Context: an optimization exercise on an open-source flow, tuned for small area. The choices shown serve that exercise and are no tape-out recipe. Only simulation tests tie the RTL to the original design; equivalence was not proved. No activity file was given, so power comes from the tool's default toggle rates.

`design/flow/config.mk`:
```
export PLATFORM = sky130hd
export DESIGN_NAME = mipi_format_lcd
export DESIGN_NICKNAME = mipi_format_lcd
export VERILOG_FILES = /design/flow/design.v
export SDC_FILE = /design/flow/constraint.sdc
export NUM_CORES = 4
export LEC_CHECK = 0
export CAP_MARGIN = 20
export CORE_MARGIN = 2
export CORE_UTILIZATION = 40
export SLEW_MARGIN = 20
```
`design/flow/constraint.sdc`:
```
create_clock -name core_clock -period 5.0 [get_ports {clk}]
set_input_delay 1.0000 -clock core_clock [delete_from_list [all_inputs] [get_ports {clk}]]
set_output_delay 1.0000 -clock core_clock [all_outputs]
set_load 0.01 [all_outputs]
```
`design/flow/design.v`:
```
module mipi_format_lcd (
		clk,
		reset,
		lane,
		lcd_reset,
		lcd_en_vsp,
		lcd_en_vsn,
		lcd_en_vcc,
		txlpen,
		txlpn,
		txlpp,
		txhsen,
		clk_txhsen,
		clk_txhsgate,
		clk_txlpen,
    	clk_txlpn,
		clk_txlpp,
		data,
		vsync,
		hsync,
		active,
		phase,
		rgb
	);
	parameter VID_HEIGHT 	= 1600;
	parameter VID_WIDTH 	= 1600;
	parameter VID_VBACK 	= 150;
	parameter VID_VFRONT	= 29;
	parameter VID_VTOTAL	= 1779;
	parameter VID_HFRONT    = 45;  
	parameter VID_HBACK     = 45;  
	parameter VID_LINE 		= 390;  
	parameter VID_ACTIVE 	= 300;  
	parameter VID_LAT    	= 3;  
	input wire clk;
	input wire reset;
	input wire lane;
	output wire lcd_reset;
	output wire lcd_en_vsp, lcd_en_vsn, lcd_en_vcc;
	output wire txlpen,	txlpn, txlpp, txhsen;
	output wire clk_txhsen,	clk_txhsgate, clk_txlpen, clk_txlpn, clk_txlpp;
	output wire vsync, hsync, active;
	output wire [2:0] phase; 
	input wire [4*3*8-1:0] rgb; 
	output wire [63:0] data; 
	localparam MSEC =  62500;  
	reg [25:0] init_count;
	always @(posedge clk) 
		init_count <= ( reset ) ? 26'h0 : ( init_count == 1000*MSEC ) ? 1000*MSEC : init_count + 1;
	wire hs_enable, ini_active, vid_en;
	assign  lcd_en_vcc 		= ( init_count > 1*MSEC  ) ? 1'b1 : 1'b0;
	assign  lcd_en_vsp 		= ( init_count > 2*MSEC  ) ? 1'b1 : 1'b0;
	assign  lcd_en_vsn 		= ( init_count > 3*MSEC  ) ? 1'b1 : 1'b0;
	assign  lcd_reset 	    = ( init_count > 6*MSEC  ) ? 1'b1 : 1'b0;
	assign	hs_enable 		= ( init_count > 26*MSEC ) ? 1'b1 : 1'b0;  
	assign  ini_active		= ( init_count > 26*MSEC + 42 ) ? 1'b1: 1'b0;  
	assign  vid_en    		= ( init_count > 26*MSEC + 42+31 ) ? 1'b1: 1'b0;  
	wire [0:42] clpen = 43'b1_1111_1111_000000000000000_0000_0000_0000_000000_0;
	wire [0:42] clpdp = 43'b1_0000_0000_000000000000000_0000_0000_0000_000000_0;
	wire [0:42] clpdn = 43'b1_1111_0000_000000000000000_0000_0000_0000_000000_0;
	wire [0:42] chsen = 43'b0_0000_0000_111111111111111_1111_1111_1111_111111_1;
	wire [0:42] chsgt = 43'b0_0000_0000_000000000000000_1111_1111_1111_111111_1;
	wire [0:42] dlpen = 43'b1_1111_1111_111111111111111_1111_1111_1111_000000_0;
	wire [0:42] dlpdp = 43'b1_1111_1111_111111111111111_1111_0000_0000_000000_0;
	wire [0:42] dlpdn = 43'b1_1111_1111_111111111111111_1111_1111_0000_000000_0;
	wire [0:42] dhsen = 43'b0_0000_0000_000000000000000_0000_0000_0000_111111_1;
	reg [5:0] start_cnt;
	always @(posedge clk)
		start_cnt <= ( reset ) ? 0 : ( start_cnt == 42 ) ? 42 : ( hs_enable ) ? start_cnt + 1 : 0;
	assign clk_txlpen 	= clpen[start_cnt]; 
	assign clk_txlpp 	= clpdp[start_cnt]; 
	assign clk_txlpn 	= clpdn[start_cnt]; 
	assign clk_txhsen 	= chsen[start_cnt]; 
	assign clk_txhsgate = chsgt[start_cnt]; 
	assign  txlpen 		= dlpen[start_cnt]; 
	assign  txlpp 		= dlpdp[start_cnt]; 
	assign  txlpn 		= dlpdn[start_cnt]; 
	assign  txhsen    	= dhsen[start_cnt]; 
	function [2047:0] ini_data;
		input right;
		ini_data = {
		{4{8'h00}}, 
		{4{8'hB8}},
		ecc( { 8'h09, 8'h03, 8'h00} ), crc3( {3{8'h00}} ),
		ecc( { 8'h09, 8'h02, 8'h00} ), crc2( {2{8'h00}} ),  
		ecc( { 8'h09, 8'h02, 8'h00} ), crc2( {2{8'h00}} ),  
		ecc( { 8'h09, 8'h02, 8'h00} ), crc2( {2{8'h00}} ),  
		ecc( { 8'h09, 8'h02, 8'h00} ), crc2( {2{8'h00}} ),  
		ecc( { 8'h09, 8'h02, 8'h00} ), crc2( {2{8'h00}} ),  
		ecc( { 8'h09, 8'h02, 8'h00} ), crc2( {2{8'h00}} ),  
		ecc( { 8'h09, 8'h02, 8'h00} ), crc2( {2{8'h00}} ),  
		ecc( { 8'h05, 8'h29, 8'h00 } ),  
		ecc( { 8'h05, 8'h11, 8'h00 } )   
		};
	endfunction
	wire [2047:0] init_data;
	assign init_data = ini_data( lane );
	reg [63:0] cmd_rom [0:31]; 
	integer ii, jj;
	always @(init_data) begin
		for( ii = 0; ii < 32; ii = ii + 1 )
			for( jj = 0; jj < 8; jj = jj + 1 ) begin
				cmd_rom[31-ii][jj*8+7-:8] = init_data[ii*64+63-jj*8-:8];
			end
	end
	reg [4:0] ini_addr;
	always @(posedge clk) begin
		ini_addr <= ( reset ) ? 5'h0 : (ini_addr == 31) ? 31 : ( ini_active ) ? ini_addr + 1 : 0;
	end
	wire [63:0] nop;
	assign nop = swap8( { ecc( { 8'h09, 8'h02, 8'h00} ), crc4( {2{8'h00}} ) } );
	wire [63:0] cmd;
	assign cmd = cmd_rom[ini_addr];
	reg [2:0] ph;
	reg [8:0] xpos;
	reg [10:0] ypos;
	reg [4:0] frame;  
	always @(posedge clk) begin
		if( reset || !vid_en ) begin
			xpos <= 9'd0;
			ypos <= 11'd0;
			frame <= 4'd0;
			ph <= 0;
		end else begin
			ph <= ( xpos == VID_LINE - 1 ) ? 3'b001 : { ph[1:0], ph[2] };
			xpos <= ( xpos == VID_LINE - 1 ) ? 9'd0 : xpos + 9'd1;
			ypos <= ( xpos == VID_LINE - 1 && ypos == VID_VTOTAL - 1 ) ? 11'd0 :
			        ( xpos == VID_LINE - 1 ) ? ypos + 11'h1 : ypos;
			frame <= ( frame == 4'd15 ) ? 4'd15 : 
                     ( xpos == VID_LINE - 1 && ypos == VID_VTOTAL - 1 ) ? frame + 4'd1 : frame;
		end
	end
	wire hactive, vactive;
	assign vactive = ( vid_en && ypos >= VID_VBACK && ypos < VID_VBACK + VID_HEIGHT ) ? 1'b1 : 1'b0;
	assign hactive = ( vid_en && xpos >= VID_HFRONT && xpos < VID_HBACK + VID_ACTIVE ) ? 1'b1 : 1'b0;	
	assign phase = ph;
	assign vsync = ( xpos == 0 && ypos == 0 && vid_en ) ? 1'b1 : 1'b0;
	assign hsync = ( xpos == 0 && vid_en ) ? 1'b1 : 1'b0;
	assign active = ( vactive && xpos >= VID_HFRONT - VID_LAT && xpos < VID_HBACK + VID_ACTIVE - VID_LAT ) ? 1'b1 : 1'b0;
	reg [96:0] hold;
	always @(posedge clk) begin
		hold <= rgb;
	end
	wire [63:0] prgb;
	assign prgb[63:0] = ( ph[0] ) ? rgb[63:0] : ( ph[1] ) ? { rgb[31:0], hold[95:64] } : hold[95:32];
	wire [63:0] dsi_vss, dsi_hss, dsi_post_short;
	wire [63:0] dsi_disp_on, dsi_sequence, dsi_protect;
	wire [63:0] dsi_post_vid, dsi_bp, dsi_null;
	wire [63:0] dsi_pre_rgb_0, dsi_pre_rgb_1, dsi_post_rgb;
	wire [127:0] dsi_pre_rgb;
	assign dsi_bp 			= swap8( { ecc( { 8'h19, 8'h02, 8'h00 } ), crc2( { 8'h00, 8'h00 } ) } );
	assign dsi_null 		= swap8( { ecc( { 8'h09, 8'h02, 8'h00 } ), crc2( { 8'h00, 8'h00 } ) } );
	assign dsi_vss          = swap8( { ecc( { 8'h01, 8'h00, 8'h00 } ), ecc( { 8'h19, 8'h06, 8'h00 } ) } );
	assign dsi_hss          = swap8( { ecc( { 8'h21, 8'h00, 8'h00 } ), ecc( { 8'h19, 8'h06, 8'h00 } ) } );
	assign dsi_post_short	= swap8( crc6( {6{8'h00}} ) );
	assign dsi_pre_rgb      = { ecc( { 8'h19, 8'h06, 8'h00} ), crc6( {6{8'h00}} ), ecc( { 8'h3E, 8'h60, 8'h09} ) }; 
	assign dsi_pre_rgb_0	= swap8( dsi_pre_rgb[127:64] );
	assign dsi_pre_rgb_1	= swap8( dsi_pre_rgb[63:0] );
	assign dsi_post_rgb		= swap8( { 16'h0000, ecc( { 8'h19, 8'h00, 8'h00 } ), 16'hffff } );
	assign dsi_sequence		= swap8( { ecc( { 8'h29, 8'h02, 8'h00} ), crc2( { 8'hD6, 8'h80 } ) } );
	assign dsi_protect		= swap8( { ecc( { 8'h29, 8'h02, 8'h00} ), crc2( { 8'hB0, 8'h03 } ) } );
	wire [15:0] vcrc;
	vid_crc i_crc( .reset(reset), .clk(clk), .en( hactive & vactive ), .data( prgb ), .crc( vcrc ) );
	reg [63:0] vid;
	always @(posedge clk) begin
		if( vid_en ) begin
			if( xpos == 0 ) begin
				vid <= ( ypos == 0 ) ? dsi_vss : dsi_hss;
			end else if( xpos == 1 ) begin
				vid <= dsi_post_short;
			end else if( frame == 7 && ypos == 0 && xpos == 8 ) begin
				vid <= dsi_sequence;
			end else if( frame == 7 && ypos == 0 && xpos == 8+1 ) begin
				vid <= dsi_protect;
			end else if( vactive ) begin
				if( xpos == VID_HFRONT - 2 ) begin
					vid <= dsi_pre_rgb_0;
				end else if ( xpos == VID_HFRONT - 1 ) begin
					vid <= dsi_pre_rgb_1;
				end else if ( hactive ) begin
					vid <= prgb;
				end else if( xpos == VID_HBACK + VID_ACTIVE ) begin
					vid[15:0]  <= vcrc;
					vid[63:16] <= dsi_post_rgb[63:16];
				end else begin
					vid <= dsi_bp;
				end
			end else begin
					vid <= dsi_bp;
			end
		end else begin
			vid <= dsi_null;
		end
	end
	reg vid_en_d;
	always @(posedge clk) vid_en_d <= vid_en;
	assign data = ( vid_en_d ) ? vid : ( ini_active ) ? cmd : 0;
	function [31:0] ecc; 
		input [23:0] din;
		reg [23:0] D;
		begin
			ecc[31:8] = din[23:0];
			D[23:0] = { din[7:0], din[15:8], din[23:16] };  
			ecc[0] = D[0]^D[1]^D[2]^D[4]^D[5]^D[7]^D[10]^D[11]^D[13]^D[16]^D[20]^D[21]^D[22]^D[23];
			ecc[1] = D[0]^D[1]^D[3]^D[4]^D[6]^D[8]^D[10]^D[12]^D[14]^D[17]^D[20]^D[21]^D[22]^D[23];
			ecc[2] = D[0]^D[2]^D[3]^D[5]^D[6]^D[9]^D[11]^D[12]^D[15]^D[18]^D[20]^D[21]^D[22];
			ecc[3] = D[1]^D[2]^D[3]^D[7]^D[8]^D[9]^D[13]^D[14]^D[15]^D[19]^D[20]^D[21]^D[23];
			ecc[4] = D[4]^D[5]^D[6]^D[7]^D[8]^D[9]^D[16]^D[17]^D[18]^D[19]^D[20]^D[22]^D[23];
			ecc[5] = D[10]^D[11]^D[12]^D[13]^D[14]^D[15]^D[16]^D[17]^D[18]^D[19]^D[21]^D[22]^D[23];
			ecc[6] = 1'b0;
			ecc[7] = 1'b0;
		end
	endfunction	
	function [63:0] swap8;
			input [63:0] din;
			integer ii;
			begin
				for( ii = 0; ii < 8; ii = ii + 1 ) begin
					swap8[ii*8+7-:8] = din[63-ii*8-:8];
				end
			end
	endfunction
	function [3*8-1:0] crc1; input [1*8-1:0] d; begin crc1 = { d, base_crc( 5'd1, d ) }; end endfunction
	function [4*8-1:0] crc2; input [2*8-1:0] d; begin crc2 = { d, base_crc( 5'd2, d ) }; end endfunction
	function [5*8-1:0] crc3; input [3*8-1:0] d; begin crc3 = { d, base_crc( 5'd3, d ) }; end endfunction
	function [6*8-1:0] crc4; input [4*8-1:0] d; begin crc4 = { d, base_crc( 5'd4, d ) }; end endfunction
	function [7*8-1:0] crc5; input [5*8-1:0] d; begin crc5 = { d, base_crc( 5'd5, d ) }; end endfunction
	function [8*8-1:0] crc6; input [6*8-1:0] d; begin crc6 = { d, base_crc( 5'd6, d ) }; end endfunction
	function [9*8-1:0] crc7; input [7*8-1:0] d; begin crc7 = { d, base_crc( 5'd7, d ) }; end endfunction
	function [10*8-1:0] crc8; input [8*8-1:0] d; begin crc8 = { d, base_crc( 5'd8, d ) }; end endfunction
	function [11*8-1:0] crc9; input [9*8-1:0] d; begin crc9 = { d, base_crc( 5'd9, d ) }; end endfunction
	function [12*8-1:0] crc10; input [10*8-1:0] d; begin crc10 = { d, base_crc( 5'd10, d ) }; end endfunction
	function [19*8-1:0] crc17; input [17*8-1:0] d; begin crc17 = { d, base_crc( 5'd17, d ) }; end endfunction
	function [15:0] crc_round;
		input d;
		input [15:0] cin;
		begin
			crc_round = { 	cin[0] ^ d, 
			                cin[15:12],
							cin[11] ^ cin[0] ^ d,
							cin[10:5],
							cin[4] ^ cin[0] ^ d,
							cin[3:1] };
		end
	endfunction
	function [15:0] base_crc;
		input [4:0] len;  
		input [17*8-1:0] din;
		reg [15:0] sreg;
		integer ii, jj;
		begin
			sreg = 16'hffff;
			for( ii = 16; ii >= 0; ii = ii - 1 ) begin  
				if( ii < len ) begin  
					for( jj = 0; jj < 8; jj = jj + 1 ) begin  
						sreg[15:0] = crc_round( din[ii*8+jj], sreg );
					end
				end
			end
			base_crc = { sreg[7:0], sreg[15:8] };  
		end
	endfunction
endmodule
module vid_crc (
	reset, en, clk, data, crc
	);
	input wire reset;
	input wire en;
	input wire clk;
	input wire [63:0] data;
	output reg [15:0] crc;
	always @(posedge clk) begin
		if( reset || !en ) begin
			crc <= 16'hffff;
		end else begin
 			crc[0] <= ^({data[63:0],crc[15:0]} & 80'h11303471a041b343b343);
 			crc[1] <= ^({data[63:0],crc[15:0]} & 80'h226068e3408366876687);
 			crc[2] <= ^({data[63:0],crc[15:0]} & 80'h44c0d1c68106cd0fcd0f);
 			crc[3] <= ^({data[63:0],crc[15:0]} & 80'h8981a38d020d9a1f9a1f);
 			crc[4] <= ^({data[63:0],crc[15:0]} & 80'h233736ba45a877d877d);
 			crc[5] <= ^({data[63:0],crc[15:0]} & 80'h466e6d748b50efb0efb);
 			crc[6] <= ^({data[63:0],crc[15:0]} & 80'h8cdcdae916a1df61df6);
 			crc[7] <= ^({data[63:0],crc[15:0]} & 80'h119b9b5d22d43bed3bed);
 			crc[8] <= ^({data[63:0],crc[15:0]} & 80'h233736ba45a877db77db);
 			crc[9] <= ^({data[63:0],crc[15:0]} & 80'h466e6d748b50efb6efb6);
 			crc[10] <= ^({data[63:0],crc[15:0]} & 80'h8cdcdae916a1df6cdf6c);
 			crc[11] <= ^({data[63:0],crc[15:0]} & 80'h88981a38d020d9a0d9a);
 			crc[12] <= ^({data[63:0],crc[15:0]} & 80'h111303471a041b341b34);
 			crc[13] <= ^({data[63:0],crc[15:0]} & 80'h2226068e340836683668);
 			crc[14] <= ^({data[63:0],crc[15:0]} & 80'h444c0d1c68106cd06cd0);
 			crc[15] <= ^({data[63:0],crc[15:0]} & 80'h88981a38d020d9a1d9a1);
		end
	end
endmodule
```
`design/flow/run.sh`:
```
#!/bin/bash
# synth_recipe.tcl (not shown) runs the flow's synth.tcl, then flattens the netlist and writes it again
# the make line also repeats each setting of config.mk as NAME=value (left out here)
make -C /OpenROAD-flow-scripts/flow DESIGN_CONFIG=/design/flow/config.mk WORK_HOME=/design/flow/orfs CLKGATE_MAP_FILE= SYNTH_SCRIPT=/design/flow/synth_recipe.tcl finish
```
==> notes.md <==
| Step | Parameter | This run |
|:---|:---|:---|
| run status | Result of the run | finished clean |
| floorplan | Core area | 0.0325 mm^2 |
| final layout | Fraction of final layout cells with drive strength greater than 1 | 0.109 |
| final layout | Antenna diode instance count | 0 |
| placement | Routability-driven placement congestion ratio | 0.972 |
| grt | Global-route congestion overflow total | 0 |
| logic synthesis | Share of synthesized registers carrying an async set or reset | 0 |
| final layout | End-of-flow core utilization | 0.500 |
| routing | Violation count after the first detailed-routing iteration | 747 |
| sta | Tightest Pin Transition | 0.900 ns |
| critical path | Kind of end point of the critical path | primary output |
| logic synthesis | Avg Inst Size Synth | 9.54 um^2 |
| floorplan | Vertical die dimension | 185 um |
| cts | TritonCTS clock tree | built |
| sta | Total negative slack for setup checks | 0 ns |
| logic synthesis | Top-count cell post-synth | sky130_fd_sc_hd__dfxtp_1 |
| sta | Final hold viol count | 0 |
| logic synthesis | Adder-cell share of the synthesized area | 0.0191 |
| logic synthesis | Post-synthesis share of cell area spent on and, or, nand and nor gates | 0.166 |
| logic synthesis | Share of the synthesized area in the top cell type | 0.320 |
| cts | Number of sinks driven by the clock tree | 210 |
| final layout | Layout Nets | 1657 |
| sta | Fmax achieved | 212 MHz |
| logic synthesis | Post-synthesis net count | 1495 |
| cts | Number of levels the H-tree was split into | 1 |
| grt | Grt met2 use | 0.320 |
| pwr | Power density normalized to cell area | 289 mW/mm^2 |
| logic synthesis | Synth cell count leaders | 210 x sky130_fd_sc_hd__dfxtp_1, 153 x sky130_fd_sc_hd__xnor2_1, 145 x sky130_fd_sc_hd__nand2_1 |
| grt | Tot GR Track Use | 0.220 |
| cts | Clk Tree Root Cell | sky130_fd_sc_hd__clkbuf_16 |
| cts | Clock transition at path regs | 0.06 ns |
| placement | Number of port buffers | 180 |
| min path | Hold crit path type | reg -> reg |
| sta | Unrepaired setup endpoints after global routing | false |
| sta | Final critical path time including I/O delays and setup | 4.71 ns |
| logic synthesis | Cells taking the most area after synthesis | sky130_fd_sc_hd__dfxtp_1 32%, sky130_fd_sc_hd__xnor2_1 10%, sky130_fd_sc_hd__xnor3_1 7.2% |
| routing | Vias | 10400 |
| sta | Portion of the clock cycle consumed by the worst path in the final layout | 0.942 |
| run | Maximum Capacitance Violations | 0 |
| sta | Final number of max-transition violations | 0 |
| cts | Post-cts repair resize count | 0 |
| logic synthesis | Part of the Yosys area used for sequential elements | 0.320 |
| critical path | List of cells traversed by the critical path | nor4bb_1, nand4_1, or4_1, o21a_1, nor4b_2, and3_1, buf_4, nor3b_2, nand2_1, clkdlybuf4s50_1 |
| critical path | Critical Path Source Type | flip-flop |
| grt | Met1 track demand over resource in global routing | 0.331 |
| routing | Pre-antenna DRT Iters | 6 |
| grt | Antenna violations before repair | 0 |
| logic synthesis | Count of warnings emitted by yosys | 3 |
| sta | Clock Skew | 0.0225 ns |
| logic synthesis | Synth cell types | 69 |
| logic synthesis | XOR/XNOR share of the synthesized area | 0.246 |
| pwr | Maximum vdd ir drop | 0.203 mV |
| cts | Deepest clock path buffer count | 3 |
| grt | Busiest layer in global routing | met1 |
| sta | Finish-stage setup viols | 0 |
| critical path | CP max-delay cell | sky130_fd_sc_hd__or4_1 |
| sta | Max-slew headroom | 0.382 |
| logic synthesis | Synth area leader | sky130_fd_sc_hd__dfxtp_1 |
| floorplan | Number of core rows | 66 |
| routing | WL final | 38.1 mm |
| floorplan | Die Wd | 185 um |
| floorplan | Area of the die | 0.0343 mm^2 |
| logic synthesis | Main combinational cell family by area after synthesis | XOR/XNOR gates |
| final layout | P&R area growth vs syn | 23.6% |
| routing | Remaining antenna violation count | 0 |
| cts | Total CTS buffers | 25 |
| logic synthesis | Fraction of synthesized area in multiplexers | 0.124 |
| pwr | Leak | 6.24 nW |
| cts | Post-CTS Setup Inserts | 0 |
| grt | Maximum number of pins on one net before global-route repair | 68 |
| routing | Residual DRC count | 0 |
| grt | Routing usage on met3 | 0.0503 |
| routing | Average wire per standard cell | 19.1 um |
| critical path | Req. time, crit path | 4.00 ns |
| critical path | Path type of the worst setup path | reg -> out |
| routing | Ratio of routed vias to standard cells | 5.19 |
| cts | Clock latency reported for the late side of the worst-skew pair | 0.54 ns |
| critical path | Delay of the slowest cell on the worst path | 0.54 ns |
| grt | Wire length of the first global-routing pass | 57.3 mm |
| cts | Number of buffers added to fix hold violations after cts | 0 |
| logic synthesis | EDFF count, synth | 0 |
| final layout | Total of fill cells in the finished design | 3084 |
| logic synthesis | Flip-flop cell with the highest count after synthesis | sky130_fd_sc_hd__dfxtp_1 |
| floorplan | Starting Density | 0.404 |
| floorplan | Number of top-level pins | 182 |
| logic synthesis | Synth Area in Compound Gates | 0.0923 |
| logic synthesis | Synth Register Bits | 210 |
| logic synthesis | Synthesized cell area | 0.0131 mm^2 |
| placement | Detailed placement HPWL | 30.4 mm |
| grt | Via count of the first global-routing pass | 9615 |
| logic synthesis | Post-synthesis cell count | 1376 |
| critical path | Worst endpoint data arrival time | 3.71 ns |
| critical path | Crit Path Max Fanout | 12 |
## state kept, by name (all words and copies together) (netlist names)
signal      flops
frame           5
hold           64
i_crc.crc      16
ini_addr        5
init_count     26
ph              3
start_cnt       6
vid            64
vid_en_d        1
xpos            9
ypos           11
## final timing paths
path	start	cells after the start	slack (ns)	to
setup / recovery	init_count[19]	10	0.29	data[60]
hold / removal	ph[2]	1	0.48	ph[0]
setup reg to reg	ph[1]	9	1.27	i_crc.crc[8]
hold reg to reg	ph[2]	1	0.48	ph[0]
## cells by family after synthesis
| group | after synthesis |
|---|---|
| simple gates | 450 |
| xor+xnor | 288 |
| flops | 210 |
| compound gates | 194 |
| mux | 126 |
| buf+inv | 88 |
| fa+ha+maj | 20 |
## layout by cell type, fill, tap and decap left out, types with 13 or more instances in the layout
cell type	count
sky130_fd_sc_hd__or3_1	15
sky130_fd_sc_hd__and3_1	19
sky130_fd_sc_hd__mux2i_1	31
sky130_fd_sc_hd__ha_1	20
sky130_fd_sc_hd__clkbuf_16	25
sky130_fd_sc_hd__nor2_1	109
sky130_fd_sc_hd__and2_1	27
sky130_fd_sc_hd__xnor3_1	42
sky130_fd_sc_hd__a21oi_1	52
sky130_fd_sc_hd__nand2_1	145
sky130_fd_sc_hd__o21a_1	17
sky130_fd_sc_hd__mux2i_2	22
sky130_fd_sc_hd__o21ai_0	53
sky130_fd_sc_hd__mux2_1	18
sky130_fd_sc_hd__a21o_1	18
sky130_fd_sc_hd__buf_4	21
sky130_fd_sc_hd__nor3_1	15
sky130_fd_sc_hd__mux2_2	32
sky130_fd_sc_hd__nand4_1	13
sky130_fd_sc_hd__nand3_1	38
sky130_fd_sc_hd__clkdlybuf4s50_1	180
sky130_fd_sc_hd__xnor2_1	153
sky130_fd_sc_hd__mux2i_4	15
sky130_fd_sc_hd__xor2_1	78
sky130_fd_sc_hd__dfxtp_1	207
sky130_fd_sc_hd__inv_1	20
## metrics by stage
stage	cells	hold WS, ns	total power [mW]	worst slack [ns]	cell area [um^2]
final	1998	0.479	4.68	0.290	16200
after floorplan	1376	0.445	2.58	1.55	13100
after global routing	1998	0.509	4.85	0.0370	16200
after detailed placement	1953	0.461	2.85	0.685	15300
after global placement	1953	0.463	2.85	0.706	15300
after CTS	1998	0.479	4.72	0.0876	16200
## worst max-delay path, delay by kind of cell (launching register included)
family / cells / cell delay (ns)
buf+inv: 2 / 0.67
flops: 1 / 0.43
simple gates: 7 / 1.84
compound gates: 1 / 0.23
## power breakdown
group	internal, mW	total (mW)	switching [mW]
registers	1.70	1.72	0.0127
clock network	1.13	1.86	0.724
logic	0.631	1.11	0.481
total	3.46	4.68	1.22
## layer usage
layer  vias up  wire, um
met5         -         0
met4         0       679
li1       5044         -
met2       440     15400
met3        52      3570
met1      4842     18500
## area by class of cell
cell class                 instances  area [um^2]  area share
clock buffer                      33          696      0.0429
clock inverter                    12          146     0.00902
inverter                          20         75.1     0.00463
multi-input combinational       1078         8540       0.527
sequential                       210         4210       0.260
tap                              442          553      0.0341
timing repair buffer             203         2000       0.123

==> static timing again, ports no longer ideal <==
Ports are ideal in the flow. The routed layout listed here was re-timed in OpenROAD. Step 1 sets driving cells, clkbuf_16 on the clock port and buf_2 on the other inputs (assumed; they add their load-dependent delay and slew). Step 2, shift: input delay + t, output delay - t, t = (earliest + latest rising clock arrival at the registers) / 2. This alone moves slack from input paths to output paths. a / b / c = ideal ports / drivers / drivers and shift; a / b = the first two.
t, ns: 0.577
setup slack, ns: 0.290 / 0.242 / 0.818
clock arrival spread, ns: 0.023 / 0.023
After both steps this run still meets setup and hold. For this run, drivers alone change the setup slack by -0.048 ns; drivers and shift together by +0.528 ns.
